This is an optimization exercise on Yosys and OpenROAD, whose aim is small area, a short achievable clock period and few clock cycles, not a production implementation.
No functional check of the RTL was part of any run shown here.

==> flow/design.v, too long to show whole: its modules and the start of the top module <==
// module mod_mult_m_23: 1766 lines
// module mm_fa: 4 lines
// module mm_bpp: 3 lines
// module mm_ha: 4 lines
module mod_mult_m_23 (
  input  wire        clk,
  input  wire        rst,
  input  wire        in_valid,
  input  wire [22:0] input_data0,
  input  wire [22:0] input_data1,
  output wire        out_valid,
  output reg  [22:0] output_data
);
  // ...
==> flow/run.sh <==
#!/bin/bash
# synth_recipe.tcl (not shown) runs the flow's synth.tcl, then flattens the netlist and writes it again
# the make line also repeats each setting of config.mk as NAME=value (left out here)
make -C /OpenROAD-flow-scripts/flow DESIGN_CONFIG=/design/flow/config.mk WORK_HOME=/design/flow/orfs CLKGATE_MAP_FILE= SYNTH_SCRIPT=/design/flow/synth_recipe.tcl finish
==> flow/config.mk <==
export PLATFORM = sky130hd
export DESIGN_NAME = mod_mult_m_23
export DESIGN_NICKNAME = mod_mult_m_23
export VERILOG_FILES = /design/flow/design.v
export SDC_FILE = /design/flow/constraint.sdc
export NUM_CORES = 4
export LEC_CHECK = 0
export CAP_MARGIN = 20
export CORE_MARGIN = 2
export CORE_UTILIZATION = 40
export SETUP_SLACK_MARGIN = 4
export SLEW_MARGIN = 20
export SYNTH_HIERARCHICAL = 1
==> flow/constraint.sdc <==
create_clock -name core_clock -period 7.5 [get_ports {clk}]
set_input_delay 1.5000 -clock core_clock [delete_from_list [all_inputs] [get_ports {clk}]]
set_output_delay 1.5000 -clock core_clock [all_outputs]
set_load 0.01 [all_outputs]
==> qor.csv, run 1 <==
stage;metric;value;unit
synth;sequential share of the synthesized area;0.143;
clock_tree;clock latency at the later pin of the worst-skew pair;0.51;ns
route;final wirelength;64.8;mm
cells_and_area;Non-Filler Instances;3012;
timing;Hold WS;0.353;ns
cells_and_area;Inverters;185;
synth;count leader, synth;xnor2_1;
synth;post-synth top area share;0.246;
cells_and_area;clock buf count;21;
cells_and_area;Data buffer area share;0.131;
grt;GR Overflow Total;0;
floorplan;I/O pin count;73;
grt;met3 Track Usage GR;0.0455;
route;Initial DRC Count;943;
timing;fin crit period;5.85;ns
placement;Setup WS pre-CTS;0.843;ns
synth;Post-synth EDFFs;0;
cells_and_area;most frequent cells in the layout;xnor2_1, a22oi_2, fa_1;
clock_tree;CTS Sinks;146;
cells_and_area;Final clock-cell share;0.0204;
timing;Final setup viols;0;
outcome;status;complete, no violations;
timing;Final Max Tran Viols;0;
timing;Setup WS post-layout;1.65;ns
synth;Commonest cells post-synth;xnor2_1, fa_1, a22oi_2;
synth;Synth Area in Adders;0.347;
worst_setup_path;Crit path arrival time;6.21;ns
floorplan;CORE AREA;0.0512;mm2
==> inputs of run 2 (changes only) <==
--- a/flow/config.mk
+++ b/flow/config.mk
@@ -8,6 +8,5 @@
 export CAP_MARGIN = 20
 export CORE_MARGIN = 2
 export CORE_UTILIZATION = 40
-export SETUP_SLACK_MARGIN = 4
 export SLEW_MARGIN = 20
 export SYNTH_HIERARCHICAL = 1
==> run 2 against run 1 <==
Effect of this change: setup slack lost 1.1 ns; first-iteration DRC count shrank 21%; critical path depth is the same; cell area shrank 17%; clock-buffer cell count shrank 1; sequential share of layout area grew 1.8 points; synthesized cell count is the same; synthesized area is the same; routed wire length shrank 14%; largest cell class unchanged.
==> qor.csv, run 2 <==
stage;metric;value;unit;change
placement;I/O Buffers;72;;unchanged
synth;dominant synthesized flop cell;dfxtp_1;;unchanged
route;Detail Route Antenna Nets;0;;unchanged
timing;worst-margin pin slew;0.960;ns;was 0.952 ns
floorplan;Die Wd;231;um;unchanged
route;WL met3;2.57;mm;was 3.78 mm
placement;GPL Wtd Cong;0.909;;was 0.910
clock_tree;Clock Pin Slew Worst Setup and Hold Paths;0.06;ns;about the same
worst_setup_path;crit path kind;reg -> reg;;unchanged
min_path;hold depth;0;;unchanged
floorplan;Die Area;0.0535;mm2;unchanged
timing;Final setup viols;0;;unchanged
synth;Syn Area/Cell;10.6;um2;unchanged
clock_tree;CTS tree;yes;;unchanged
cells_and_area;FF+latch area;0.00296;mm2;was 0.00304 mm2
floorplan;I/O pin count;73;;unchanged
worst_setup_path;Cell Chain, Critical Path;nand2b_1, o21ai_2, buf_4, a22oi_2, xnor2_1, fa_1, fa_1, fa_1, fa_1, fa_1, ha_1, a21o_1, a21o_1, a21oi_1, o21ai_0, o21ai_0, a311oi_1, and2_1, a41oi_1, o21ai_0, xor2_1;;was buf_4, xor2_4, buf_6, a22oi_2, xnor2_2, fa_1, fa_2, fa_2, fa_2, fa_2, ha_4, buf_4, nand2_4, nor2_4, o211a_1, o21ai_2, a311oi_2, and2_4, a41oi_2, buf_4, xnor2_1
floorplan;Initial Util;0.403;;unchanged
timing;Slew HR;0.359;;was 0.364
job;Max-Cap Viols;0;;unchanged
cells_and_area;footprint of the multi-input gates;0.0170;mm2;was 0.0193 mm2
clock_tree;Max Buffers Root-to-Sink;2;;unchanged
clock_tree;clk root buf;clkbuf_16;;unchanged
cells_and_area;fin nets;2564;;was 2,789
worst_setup_path;Crit path arrival time;7.29;ns;was 6.21 ns
cells_and_area;Ant. Diodes;0;;unchanged
synth;count leader, synth;xnor2_1;;unchanged
cells_and_area;number of fill cells;4806;;was 4,275
clock_tree;CTS Sinks;146;;unchanged
worst_setup_path;CP max FO;14;;was 6
clock_tree;clock latency at the later pin of the worst-skew pair;0.49;ns;was 0.51 ns
cells_and_area;share of cells above drive strength 1;0.198;;was 0.421
synth;leading area contributor after synthesis;fa_1;;unchanged
route;drt first pass iters;5;;unchanged
min_path;Worst Min Path Start;valid_pipe[1]$_DFF_PN0_;;was valid_pipe[2]$_DFF_PN0_
worst_setup_path;R2R cell count;21;;unchanged
worst_setup_path;crit-path most repeated cell;fa_1;;was fa_2
cells_and_area;Final Instance Area;0.0235;mm2;was 0.0281 mm2
cells_and_area;Area Growth Syn to Fin;13.6;%;was 36.3%
worst_setup_path;Max stage delay on crit path;0.72;ns;was 0.60 ns
synth;asr flop ratio synth;0.0274;;unchanged
synth;Mapped Nets;2424;;unchanged
floorplan;die height;231;um;unchanged
placement;placed inst area;0.0228;mm2;was 0.0234 mm2
route;number of remaining DRC errors;0;;unchanged
timing;crit share post-route;0.925;;was 0.780
worst_setup_path;Worst path slowest cell;o21ai_2;;was fa_2
clock_tree;CTS H-tree depth;4;;unchanged
route;Initial DRC Count;746;;was 943
worst_setup_path;R2R Path Start;b_r[14]$_DFF_P_;;was b_r[3]$_DFF_P_
route;Met2 Wirelength;27.9;mm;was 31.5 mm
synth;main area contributors after synthesis;fa_1, a22oi_2, dfxtp_1;;unchanged
timing;fin crit period;6.94;ns;was 5.85 ns
clock_tree;post-CTS sizing;0;;was 264
clock_tree;post-CTS setup buffers;0;;was 189
route;vias per cell;5.44;;was 5.55
synth;post-synth top area share;0.246;;unchanged
grt;total track usage;0.216;;was 0.243
synth;Synth Register Bits;146;;unchanged
clock_tree;Post-CTS Hold Buffers;0;;unchanged
synth;Cells after Synth;1954;;unchanged
synth;Post-synth EDFFs;0;;unchanged
grt;largest net degree at the start of global routing;29;;was 25
grt;initial antenna violation count;0;;unchanged
timing;Fin Setup TNS;0;ns;unchanged
route;Routed WL per cell;20.1;um;was 21.5 um
worst_setup_path;CP Data Required Time;7.85;ns;was 7.86 ns
cells_and_area;biggest regs;a_r (23), b_r (23), output_data (23);;unchanged
floorplan;Rows;83;;unchanged
worst_setup_path;Worst Setup End Kind;flip-flop;;unchanged
cells_and_area;most frequent cells in the layout;xnor2_1, fa_1, a22oi_2;;was xnor2_1, a22oi_2, fa_1
route;via count;15200;;was 16.7k
outcome;status;complete, no violations;;unchanged
min_path;Hold Crit Endpoint;valid_pipe[2]$_DFF_PN0_;;was valid_pipe[3]$_DFF_PN0_
grt;first-pass GRT wire length;89.3;mm;was 99.8 mm
route;final wirelength;55.9;mm;was 64.8 mm
floorplan;CORE AREA;0.0512;mm2;unchanged
placement;hpwl dp;45.5;mm;was 45.6 mm
timing;maximum clock rate;0.144;GHz;was 0.171 GHz
synth;sequential share of the synthesized area;0.143;;unchanged
timing;Final Max Tran Viols;0;;unchanged
timing;clock skew;0.0217;ns;was 0.0308 ns
grt;GR Overflow Total;0;;unchanged
synth;Distinct cells, synth;83;;unchanged
timing;Final Hold Viols;0;;unchanged
synth;Synth Warn #;7;;unchanged
clock_tree;Num CTS Buffers;17;;unchanged
cells_and_area;commonest non-fill, non-tap cell in the layout;xnor2_1;;unchanged
grt;vias in the first global route;16000;;was 17.3k
route;top routing layer in use;met4;;unchanged
synth;Commonest cells post-synth;xnor2_1, fa_1, a22oi_2;;unchanged
worst_setup_path;Startpoint Class;flip-flop;;unchanged
min_path;Hold WC Path Type;reg -> reg;;unchanged
timing;Hold WS;0.357;ns;was 0.353 ns
worst_setup_path;end of the worst register-to-register path;x1367$_DFF_P_;;was x1363$_DFF_P_
route;WL met1;23.7;mm;was 26.8 mm
synth;mapped cell area;0.0206;mm2;unchanged
timing;RSZ-0062 raised after global routing;no;;was yes
-- run 2: per-stage QoR --
stage | cells | setup slack (ns) | utilization
after global routing | 2787 | 0.209 | 0.458
after floorplan | 1954 | 0.129 | -
final | 2787 | 0.560 | 0.458
after detailed placement | 2755 | 0.603 | 0.446
after CTS | 2787 | 0.605 | 0.458
after global placement | 2755 | 0.685 | 0.446
-- run 2: how the worst max path moves through the flow --
stage	slack [ns]	depth (start not counted)	to	start
final	0.56	21	x1367$_DFF_P_	b_r[14]$_DFF_P_
after global routing	0.21	20	x1367$_DFF_P_	b_r[3]$_DFF_P_
after floorplan	0.13	20	x1367$_DFF_P_	b_r[21]$_DFF_P_
after global placement	0.68	21	x1367$_DFF_P_	b_r[14]$_DFF_P_
after CTS	0.60	21	x1367$_DFF_P_	b_r[14]$_DFF_P_
after detailed placement	0.60	21	x1367$_DFF_P_	b_r[14]$_DFF_P_
-- run 2: critical path: cells and delay by family (launching register included) --
family	cells	cell delay, ns
AO/OA/AOI/OAI	10	2.54
XOR/XNOR	2	0.43
adder cells (fa/ha/maj)	6	2.71
buffers and inverters	1	0.35
flip-flops	1	0.36
AND/OR/NAND/NOR	2	0.41
-- run 2: kinds of logic (layout without fill, tap and decap cells) --
group | after synthesis | count (layout) | synth area share
AND/OR/NAND/NOR | 260 | 260 | 0.0659
adder cells (fa/ha/maj) | 421 | 421 | 0.347
XOR/XNOR | 362 | 362 | 0.154
AO/OA/AOI/OAI | 548 | 548 | 0.250
flip-flops | 146 | 146 | 0.143
buffers and inverters | 214 | 367 | 0.0393
multiplexers | 3 | 3 | 0.00158
-- run 2: per-module statistics from Yosys (local to each module, per instance) --
| module | cells | flip-flops and latches |
|---|---|---|
| mm_fa | 1 | 0 |
| mod_mult_m_23 | 1175 | 146 |
| mm_ha | 1 | 0 |
| mm_bpp | 2 | 0 |
-- run 2: final cells by class --
cell class,instances,share of cell area
clock inverters,12,0.00720
clock buffers,20,0.0200
multi-input cells,1594,0.725
repair buffers,150,0.0557
well taps,680,0.0363
flip-flops and latches,146,0.126
inverters,185,0.0296
-- run 2: per-layer routing --
layer  global-route usage  vias up
met2                0.381      376
met4               0.0863        0
met5                    0        -
met3               0.0347       82
li1                     -     7152
met1                0.262     7542

what the ideal ports hide:
How much do the figures lean on ideal ports? The routed layouts below were timed once more, with nothing changed but the port constraints. Step 1 sets driving cells, clkbuf_16 on the clock port and buf_2 on the other inputs (assumed; they add their load-dependent delay and slew). Step 2 moves the port delays by t, midway between the first and last clock arrival at a register: inputs arrive t later, outputs are due t later. That takes back most of the time a late clock gives input paths. a / b / c = no drivers / after step 1 / after step 2; a / b = the first two.
| run | t (ns) | slack for setup (ns) | worst setup path after step 2 | worst register clock-pin slew, ns | worst slew at a driven data input, ns |
|---|---|---|---|---|---|
| run 1 | 0.553 | 1.648 / 1.648 / 1.648 | register to register | 0.09 / 0.09 | 0.04 |
| run 2 | 0.539 | 0.560 / 0.560 / 0.560 | register to register | 0.08 / 0.08 | 0.06 |
After both steps setup and hold are still met in every run listed.
